Source: an optimization exercise on an open RTL-to-GDS flow (aim: small area, a short achievable clock period and few clock cycles). Production flows keep margins and buffers that such runs may drop.
Function was checked by simulation only, so behaviour that the tests miss may differ from the original.

==> run D <==
Design Processor, start of the top module:
module Processor (
    input Clock,
    input Reset,
    input [31:0] Mem_DataIn,
    output [31:0] Mem_Address,
    output Mem_WriteEnable,
    output [31:0] Mem_DataOut
    );
Settings: LEC_CHECK=0, CAP_MARGIN=20, CORE_MARGIN=2, CORE_UTILIZATION=40, CTS_CLUSTER_DIAMETER=120, CTS_CLUSTER_SIZE=20, SLEW_MARGIN=20, SYNTH_HIERARCHICAL=1; clock period 125.0 ns.
run.sh (not shown) runs the stock make flow with config.mk's settings and CLKGATE_MAP_FILE= SYNTH_SCRIPT=/design/flow/synth_recipe.tcl, a recipe that flattens the netlist after the stock synthesis.
==> run Y: changes against run D <==
--- a/flow/design.v
+++ b/flow/design.v
@@ -1,54 +1,8 @@
 `timescale 1ns / 1ps
-module add_bk #(parameter W = 32) (
-    input  [W-1:0] a,
-    input  [W-1:0] b,
-    input          ci,
-    output [W-1:0] s,
-    output         co
-    );
-    localparam integer TOPL = 64;    
-    reg [W:0] g, p;          
-    integer l, i;
-    always @(*) begin
-        g = {a & b, ci};
-        p = {a ^ b, 1'b0};
-        for (l = 1; l <= W; l = l * 2)
-            for (i = 2 * l - 1; i <= W; i = i + 2 * l) begin
-                g[i] = g[i] | (p[i] & g[i - l]);
-                p[i] = p[i] & p[i - l];
-            end
-        for (l = TOPL; l >= 1; l = l / 2)
-            for (i = 3 * l - 1; i <= W; i = i + 2 * l) begin
-                g[i] = g[i] | (p[i] & g[i - l]);
-                p[i] = p[i] & p[i - l];
-            end
-    end
-    assign s  = a ^ b ^ g[W-1:0];
-    assign co = g[W];
-endmodule
-module add_rc #(parameter W = 32) (
-    input  [W-1:0] a,
-    input  [W-1:0] b,
-    input          ci,
-    output [W-1:0] s,
-    output         co
-    );
-    wire [W:0] c;
-    assign c[0] = ci;
-    genvar k;
-    generate
-        for (k = 0; k < W; k = k + 1) begin : rc
-            assign s[k]   = a[k] ^ b[k] ^ c[k];
-            assign c[k+1] = (a[k] & b[k]) | (c[k] & (a[k] ^ b[k]));
-        end
-    endgenerate
-    assign co = c[W];
-endmodule
-`timescale 1ns / 1ps
 module rf_dec (
     input  [4:0]  a,
     output [31:0] y
     );
     assign y = 32'd1 << a;
 endmodule
 module rf_sel (
@@ -889,29 +843,32 @@
     input Clock,
     input Reset,
     input [31:0] Mem_DataIn,
     output [31:0] Mem_Address,
     output Mem_WriteEnable,
     output [31:0] Mem_DataOut
     );
+    localparam DIVK = 4;                        
+    localparam DIVN = 32 / DIVK;                
     reg  [31:0] mar;         
     reg         we;          
     reg  [31:0] dout;        
     reg         dcyc;        
     reg         ldp;         
     reg  [4:0]  ldrt;        
     reg  [31:0] ir;          
     reg         iv;          
     reg  [11:0] irpc;        
-    reg  [31:0] hi;          
+    reg  [30:0] hi;          
     reg         hineg;       
-    reg  [32:0] dd;          
-    reg  [4:0]  dcnt;        
-    reg         dodd;        
-    wire        dbusy = (dcnt != 5'd0);
+    reg  [31:0] dq;          
+    reg  [31:0] dv;          
+    reg         dcin;
+    reg  [2:0]  dcnt;
+    reg         dbusy;
     reg  [31:0] rf [1:31];
     reg         rst;         
     assign Mem_Address     = mar;
     assign Mem_WriteEnable = we;
     assign Mem_DataOut     = dout;
     wire [5:0]  op  = ir[31:26];
     wire [4:0]  rs  = ir[25:21];
@@ -954,41 +911,23 @@
     rf_dec deca (.a(rs), .y(sela));
     rf_dec decb (.a(rt), .y(selb));
     rf_sel rda  (.s(sela[31:1]), .d(rflat), .y(A));
     rf_sel rdb  (.s(selb[31:1]), .d(rflat), .y(B));
     wire [31:0] simm = {{16{imm[15]}}, imm};
     wire        xzero = is_mfhi | is_div;
     wire [31:0] X = xzero ? 32'd0 : A;
-    wire [31:0] Y = is_mfhi ? hi :
+    wire [31:0] Y = is_mfhi ? {1'b0, hi} :
                     is_div  ? A :
                     (is_imm | is_mem) ? simm : B;
     wire        sub = is_sub | (is_mfhi & hineg) | (is_div & A[31]);
     wire [31:0] sum = X + (Y ^ {32{sub}}) + {31'd0, sub};
     wire        lt  = (A[31] ^ B[31]) ? A[31] : sum[31];
-    wire [31:0] xa = A ^ {32{A[31]}};
-    wire [31:0] xb = B ^ {32{B[31]}};
-    reg  [5:0]  ca, cb;
-    integer n;
-    always @(*) begin
-        ca = 6'd32;
-        cb = 6'd32;
-        for (n = 0; n < 32; n = n + 1) begin
-            if (xa[n]) ca = 6'd31 - n;
-            if (xb[n]) cb = 6'd31 - n;
-        end
-    end
-    wire [6:0]  kd   = {1'b0, cb} - {1'b0, ca} + 7'd1;
-    wire [5:0]  k    = kd[6] ? 6'd0 : kd[5:0];   
-    wire [31:0] babs = xb + {31'd0, B[31]};      
-    wire [32:0] bsh  = {1'b0, babs} << k;
-    wire [4:0]  shamt = is_div ? k[4:0] : sh;
-    wire [31:0] mb    = (is_sll | is_div) ? ((32'd1 << shamt) & {32{~(is_div & k[5])}}) : A;
-    wire [31:0] ma    = is_div ? babs : B;
+    wire [31:0] mb   = is_sll ? (32'd1 << sh) : A;
     wire [31:0] prod;
-    mul32lo mul (.a(ma), .b(mb), .p(prod));
+    mul32lo mul (.a(B), .b(mb), .p(prod));
     wire [31:0] lg = is_lui ? {imm, 16'd0} : {A[31:16], A[15:0] | imm};
     wire [31:0] res = (is_mul | is_sll) ? prod :
                       is_imm ? (is_addi ? sum : lg) :
                       is_jal ? {18'd0, irpc, 2'b00} :
                       is_slt ? {31'd0, lt} : sum;
     wire        wr_ex = is_mul | is_imm | is_jal | (is_r & (fn[5] | ~fn[3]));
     wire [4:0]  dest  = (is_r | is_mul) ? rd : is_imm ? rt : 5'd31;
@@ -1035,31 +974,45 @@
             end
         end
     end
     always @(posedge Clock) begin
         dout <= B;
         ldrt <= rt;
     end
-    wire [33:0] t1, t2;
-    wire        t1co, t2co;
-    add_bk #(34) dst1 (.a({2'b0, hi}), .b({1'b1, ~dd}), .ci(1'b1), .s(t1), .co(t1co));
-    wire [31:0] r1 = t1[33] ? hi : t1[31:0];
-    add_rc #(34) dst2 (.a({2'b0, r1}), .b({2'b11, ~dd[32:1]}), .ci(1'b1), .s(t2), .co(t2co));
-    wire [31:0] r2 = t2[33] ? r1 : t2[31:0];
+    reg [30:0] r_n;
+    reg [31:0] q_n;
+    reg [32:0] t;
+    integer k;
+    always @(*) begin
+        r_n = hi;
+        q_n = dq;
+        for (k = 0; k < DIVK; k = k + 1) begin
+            t = {1'b0, r_n, q_n[31]} + {1'b1, dv} + {32'd0, dcin};
+            r_n = t[32] ? {r_n[29:0], q_n[31]} : t[30:0];
+            q_n = {q_n[30:0], 1'b0};
+        end
+    end
+    wire [32:0] t0 = {1'b0, dq} + {1'b1, dv} + {32'd0, dcin};
     always @(posedge Clock) begin
         if (rst) begin
-            hi    <= 32'd0;
+            hi    <= 31'd0;
             hineg <= 1'b0;
-            dcnt  <= 5'd0;
+            dbusy <= 1'b0;
         end else if (ex & is_div) begin
-            hi    <= sum;                        
+            hi    <= 31'd0;
             hineg <= A[31];
-            dd    <= {bsh[32], prod};            
-            dcnt  <= k[5:1] + 5'd1;              
-            dodd  <= ~k[0];
+            dq    <= sum;
+            dv    <= B[31] ? B : ~B;
+            dcin  <= ~B[31];
+            dcnt  <= DIVN - 1;
+            dbusy <= 1'b1;
+        end else if (dbusy && dcnt == DIVN - 1 && t0[32]) begin
+            hi    <= dq[30:0];
+            dbusy <= 1'b0;
         end else if (dbusy) begin
-            hi    <= (dcnt == 5'd1 && dodd) ? r1 : r2;
-            dd    <= {2'b0, dd[32:2]};
-            dcnt  <= dcnt - 5'd1;
+            hi    <= r_n;
+            dq    <= q_n;
+            dcnt  <= dcnt - 3'd1;
+            if (dcnt == 3'd0) dbusy <= 1'b0;
         end
     end
 endmodule
SYNTH_HIERARCHICAL = not set   (was 1)
==> run X: changes against run D <==
--- a/flow/design.v
+++ b/flow/design.v
@@ -40,14 +40,29 @@
         for (k = 0; k < W; k = k + 1) begin : rc
             assign s[k]   = a[k] ^ b[k] ^ c[k];
             assign c[k+1] = (a[k] & b[k]) | (c[k] & (a[k] ^ b[k]));
         end
     endgenerate
     assign co = c[W];
 endmodule
+module inc_rc #(parameter W = 32) (
+    input  [W-1:0] a,
+    input          ci,
+    output [W-1:0] s
+    );
+    wire [W:0] c;
+    assign c[0] = ci;
+    genvar k;
+    generate
+        for (k = 0; k < W; k = k + 1) begin : rc
+            assign s[k]   = a[k] ^ c[k];
+            assign c[k+1] = a[k] & c[k];
+        end
+    endgenerate
+endmodule
 `timescale 1ns / 1ps
 module rf_dec (
     input  [4:0]  a,
     output [31:0] y
     );
     assign y = 32'd1 << a;
 endmodule
@@ -958,15 +973,17 @@
     wire [31:0] simm = {{16{imm[15]}}, imm};
     wire        xzero = is_mfhi | is_div;
     wire [31:0] X = xzero ? 32'd0 : A;
     wire [31:0] Y = is_mfhi ? hi :
                     is_div  ? A :
                     (is_imm | is_mem) ? simm : B;
     wire        sub = is_sub | (is_mfhi & hineg) | (is_div & A[31]);
-    wire [31:0] sum = X + (Y ^ {32{sub}}) + {31'd0, sub};
+    wire [31:0] sum;
+    wire        sum_co;
+    add_rc #(32) alu_add (.a(X), .b(Y ^ {32{sub}}), .ci(sub), .s(sum), .co(sum_co));
     wire        lt  = (A[31] ^ B[31]) ? A[31] : sum[31];
     wire [31:0] xa = A ^ {32{A[31]}};
     wire [31:0] xb = B ^ {32{B[31]}};
     reg  [5:0]  ca, cb;
     integer n;
     always @(*) begin
         ca = 6'd32;
@@ -974,15 +991,16 @@
         for (n = 0; n < 32; n = n + 1) begin
             if (xa[n]) ca = 6'd31 - n;
             if (xb[n]) cb = 6'd31 - n;
         end
     end
     wire [6:0]  kd   = {1'b0, cb} - {1'b0, ca} + 7'd1;
     wire [5:0]  k    = kd[6] ? 6'd0 : kd[5:0];   
-    wire [31:0] babs = xb + {31'd0, B[31]};      
+    wire [31:0] babs;                            
+    inc_rc #(32) babs_inc (.a(xb), .ci(B[31]), .s(babs));
     wire [32:0] bsh  = {1'b0, babs} << k;
     wire [4:0]  shamt = is_div ? k[4:0] : sh;
     wire [31:0] mb    = (is_sll | is_div) ? ((32'd1 << shamt) & {32{~(is_div & k[5])}}) : A;
     wire [31:0] ma    = is_div ? babs : B;
     wire [31:0] prod;
     mul32lo mul (.a(ma), .b(mb), .p(prod));
     wire [31:0] lg = is_lui ? {imm, 16'd0} : {A[31:16], A[15:0] | imm};
@@ -990,17 +1008,28 @@
                       is_imm ? (is_addi ? sum : lg) :
                       is_jal ? {18'd0, irpc, 2'b00} :
                       is_slt ? {31'd0, lt} : sum;
     wire        wr_ex = is_mul | is_imm | is_jal | (is_r & (fn[5] | ~fn[3]));
     wire [4:0]  dest  = (is_r | is_mul) ? rd : is_imm ? rt : 5'd31;
     wire        eq       = (A == B);
     wire        redirect = is_jmp | is_jr | (is_br & (eq ^ op[0]));
-    wire [11:0] btarget  = irpc + imm[11:0];
+    wire [11:0] btarget;
+    wire        btarget_co;
+    add_rc #(12) badd (.a(irpc), .b(imm[11:0]), .ci(1'b0), .s(btarget), .co(btarget_co));
     wire [11:0] target   = is_jmp ? ir[11:0] : is_jr ? A[13:2] : btarget;
-    wire [11:0] seq      = mar[13:2] + 12'd1;
+    wire [11:0] seq;
+    inc_rc #(12) pcinc (.a(mar[13:2]), .ci(1'b1), .s(seq));
+    reg  [11:0] btag, btgt;
+    reg         bval;
+    wire [11:0] pseq   = dcyc ? irpc : seq;
+    wire        bhit   = bval & (btag == pseq);
+    wire [11:0] pnext  = bhit ? btgt : pseq;
+    wire        is_ctrl = is_br | is_jmp | is_jr;
+    wire [11:0] succ   = redirect ? target : irpc;
+    wire        mispred = is_ctrl & (mar[13:2] != succ);
     wire        rf_we = dcyc ? ldp : (ex & wr_ex);
     wire [4:0]  rf_wa = dcyc ? ldrt : dest;
     wire [31:0] rf_wd = dcyc ? Mem_DataIn : res;
     integer i;
     always @(posedge Clock) begin
         for (i = 1; i < 32; i = i + 1)
             if (rf_we && rf_wa == i) rf[i] <= rf_wd;
@@ -1010,32 +1039,45 @@
         if (rst) begin
             mar  <= 32'd0;
             we   <= 1'b0;
             dcyc <= 1'b0;
             ldp  <= 1'b0;
             iv   <= 1'b0;
         end else if (dcyc) begin
-            mar  <= {18'd0, irpc, 2'b00};
+            mar  <= {18'd0, pnext, 2'b00};
             we   <= 1'b0;
             dcyc <= 1'b0;
             ldp  <= 1'b0;
         end else if (!stall) begin
             ir   <= Mem_DataIn;
             irpc <= seq;
             iv   <= 1'b1;
             if (ex & is_mem) begin
                 mar  <= sum;
                 we   <= is_sw;
                 dcyc <= 1'b1;
                 ldp  <= is_lw;
-            end else if (ex & redirect) begin
-                mar  <= {18'd0, target, 2'b00};
+            end else if (ex & mispred) begin
+                mar  <= {18'd0, succ, 2'b00};
                 iv   <= 1'b0;
             end else begin
-                mar  <= {18'd0, seq, 2'b00};
+                mar  <= {18'd0, pnext, 2'b00};
+            end
+        end
+    end
+    always @(posedge Clock) begin
+        if (rst) begin
+            bval <= 1'b0;
+        end else if (ex & is_ctrl) begin
+            if (redirect & (target < irpc)) begin
+                btag <= irpc;
+                btgt <= target;
+                bval <= 1'b1;
+            end else if (mispred & ~redirect) begin
+                bval <= 1'b0;                    
             end
         end
     end
     always @(posedge Clock) begin
         dout <= B;
         ldrt <= rt;
     end
==> flow/flow/run.sh (new file) <==
#!/bin/bash
# Own layout flow: the standard layout (standard.sh), with one extra step
# after placement: flow/resize.tcl sizes the buffers that ORFS puts on the
# ports, the flip-flops that drive the output buffers and the high-fanout
# gates right behind the input buffers (cell swaps and re-legalization only;
# the constraints are untouched). Each tool's output goes to its own log here.
set -euo pipefail
R=orfs/results/${FLOW_PLATFORM}/Processor/base
bash standard.sh place > std_place.log 2>&1
cp "$R/3_place.odb" "$R/3_place_unsized.odb"
IN_ODB="$R/3_place_unsized.odb" OUT_ODB="$R/3_place.odb" \
    openroad -exit flow/resize.tcl > resize.log 2>&1
bash standard.sh finish > std_finish.log 2>&1
==> flow/flow/resize.tcl (new file) <==
# Port-path sizing on the placed design (no timing constraint is changed):
#  - port buffers inserted by buffer_ports get a regular buffer (buf_2);
#  - flip-flops that drive an output buffer get drive strength 2;
#  - gates within 3 levels of an input buffer that drive 8 or more pins
#    get the strongest drive of the same cell.
# Then the placement is legalized again.
read_db $::env(IN_ODB)
set db [ord::get_db]
set block [ord::get_db_block]
set pfx sky130_fd_sc_hd__

proc stronger {m} {
  global db pfx
  set name [$m getName]
  if {![regexp {^(.*)_([0-9]+)$} $name -> base drv]} { return "" }
  foreach d {4 2} {
    if {$d <= $drv} { continue }
    set c [$db findMaster "${base}_$d"]
    if {$c != "NULL" && $c != ""} { return $c }
  }
  return ""
}
proc out_net {inst} {
  foreach it [$inst getITerms] {
    if {[$it isOutputSignal]} { return [$it getNet] }
  }
  return "NULL"
}
proc fanout {net} {
  set n 0
  foreach it [$net getITerms] { if {[$it isInputSignal]} { incr n } }
  return $n
}

set buf2 [$db findMaster ${pfx}buf_2]
set dff2 [$db findMaster ${pfx}dfxtp_2]
set nb 0; set nf 0; set ng 0
set inbufs {}
foreach inst [$block getInsts] {
  set name [$inst getName]
  set m [[$inst getMaster] getName]
  if {![string match "*buf*" $m]} { continue }
  if {[string match "output*" $name]} {
    $inst swapMaster $buf2; incr nb
    foreach it [$inst getITerms] {
      if {[$it isInputSignal] && [$it getNet] != "NULL"} {
        foreach d [[$it getNet] getITerms] {
          if {[$d isOutputSignal]} {
            set di [$d getInst]
            if {[[$di getMaster] getName] == "${pfx}dfxtp_1"} { $di swapMaster $dff2; incr nf }
          }
        }
      }
    }
  } elseif {[string match "input*" $name]} {
    $inst swapMaster $buf2; incr nb
    lappend inbufs $inst
  }
}
# forward cone of the input buffers, 3 levels
set front $inbufs
set seen [dict create]
for {set lvl 0} {$lvl < 4} {incr lvl} {
  set next {}
  foreach inst $front {
    set net [out_net $inst]
    if {$net == "NULL"} { continue }
    if {$lvl > 0 && [fanout $net] >= 8} {
      set c [stronger [$inst getMaster]]
      if {$c != ""} { $inst swapMaster $c; incr ng }
    }
    foreach it [$net getITerms] {
      if {![$it isInputSignal]} { continue }
      set s [$it getInst]
      if {[[$s getMaster] isSequential]} { continue }
      set sn [$s getName]
      if {[dict exists $seen $sn]} { continue }
      dict set seen $sn 1
      lappend next $s
    }
  }
  set front $next
}
puts "resized $nb port buffers, $nf output flip-flops, $ng input-cone gates"
detailed_placement
check_placement
write_db $::env(OUT_ODB)
==> flow/standard.sh (new file) <==
#!/bin/bash
# synth_recipe.tcl (not shown) runs the flow's synth.tcl, then flattens the netlist and writes it again
# the make line also repeats each setting of config.mk as NAME=value (left out here)
make -C /OpenROAD-flow-scripts/flow DESIGN_CONFIG=/design/flow/config.mk WORK_HOME=/design/flow/orfs CLKGATE_MAP_FILE= SYNTH_SCRIPT=/design/flow/synth_recipe.tcl "${@:-finish}"
removed: flow/run.sh
==> qor summary <==
	run Y	run D	run X
Status	no timing/DRC/antenna violations	no timing/DRC/antenna violations	no timing/DRC/antenna violations
Maximum number of pins on one net before global-route repair	67	73	75
Total number of sequential cells	1,211	1,182	1,207
Period Utilization, post-route	21.4%	21.4%	21.0%
ClkCell Share	2.75%	2.61%	2.68%
First-pass GRT wire length	487,000 um	446,000 um	448,000 um
Fraction of final layout cells sized beyond drive strength 1	8.17%	9.90%	13.6%
Via count	65,200	63,000	61,100
Chip height	434 um	433 um	432 um
Cell count after placement	8,965	9,009	8,690
Startpoint of the worst-slack reg-to-reg timing path	dv[0]	ir[20]	ir[23]
WL met3	57,300 um	48,500 um	49,700 um
Terminus of the critical flop-to-flop path	hi[2]	rf[5][31]	rf[22][0]
Setup ws final	98.20 ns	98.22 ns	98.74 ns
Crit path required time	125.29 ns	100.00 ns	100.00 ns
Filler cell count in the final layout	16,900	16,800	16,800
Number of tapcells	2,464	2,464	2,385
Via count of the first global-routing pass	61,300	59,100	58,300
Arrival time of data at the critical path endpoint	27.10 ns	1.78 ns	1.26 ns
Share of cell area taken by multi-input logic gates	45.2%	45.4%	44.4%
Critical-path cell with the highest stage delay	sky130_fd_sc_hd__a222oi_1	sky130_fd_sc_hd__clkdlybuf4s50_1	sky130_fd_sc_hd__dfxtp_2
Multi-input logic cell count	4,677	4,619	4,347
Testbench counts of run D, summed over its fixed seeds: cycles 270,798.
Testbench counts of run Y, summed over its fixed seeds: cycles 270,652.
Testbench counts of run X, summed over its fixed seeds: cycles 264,703.

static timing again, ports no longer ideal:
Ports are ideal in the flow. The routed layouts listed here were re-timed in OpenROAD.
Step 1 assumes that a clkbuf_16 drives the clock port and a buf_2 every other input.
Step 2 times the ports against the registers' clock, not the clock port: input delays grow and output delays shrink by t, the midpoint of the rising clock arrivals with the driver on.
a / b / c = no drivers / after step 1 / after step 2; a / b = the first two.
| run | t, ns | slack for setup (ns) | latest minus earliest clock arrival (ns) | worst register clock-pin slew, ns | worst slew at a driven data input, ns |
|---|---|---|---|---|---|
| run D | 0.792 | 98.216 / 98.139 / 97.983 | 0.080 / 0.079 | 0.11 / 0.11 | 0.05 |
| run Y | 0.821 | 98.197 / 98.121 / 97.439 | 0.111 / 0.112 | 0.10 / 0.10 | 0.10 |
| run X | 0.794 | 98.740 / 98.661 / 98.393 | 0.084 / 0.085 | 0.11 / 0.11 | 0.08 |
After both steps setup and hold are still met in every run listed. The setup slack of run Y, which loses most, moves by -0.076 ns with the drivers and by -0.758 ns with both steps.
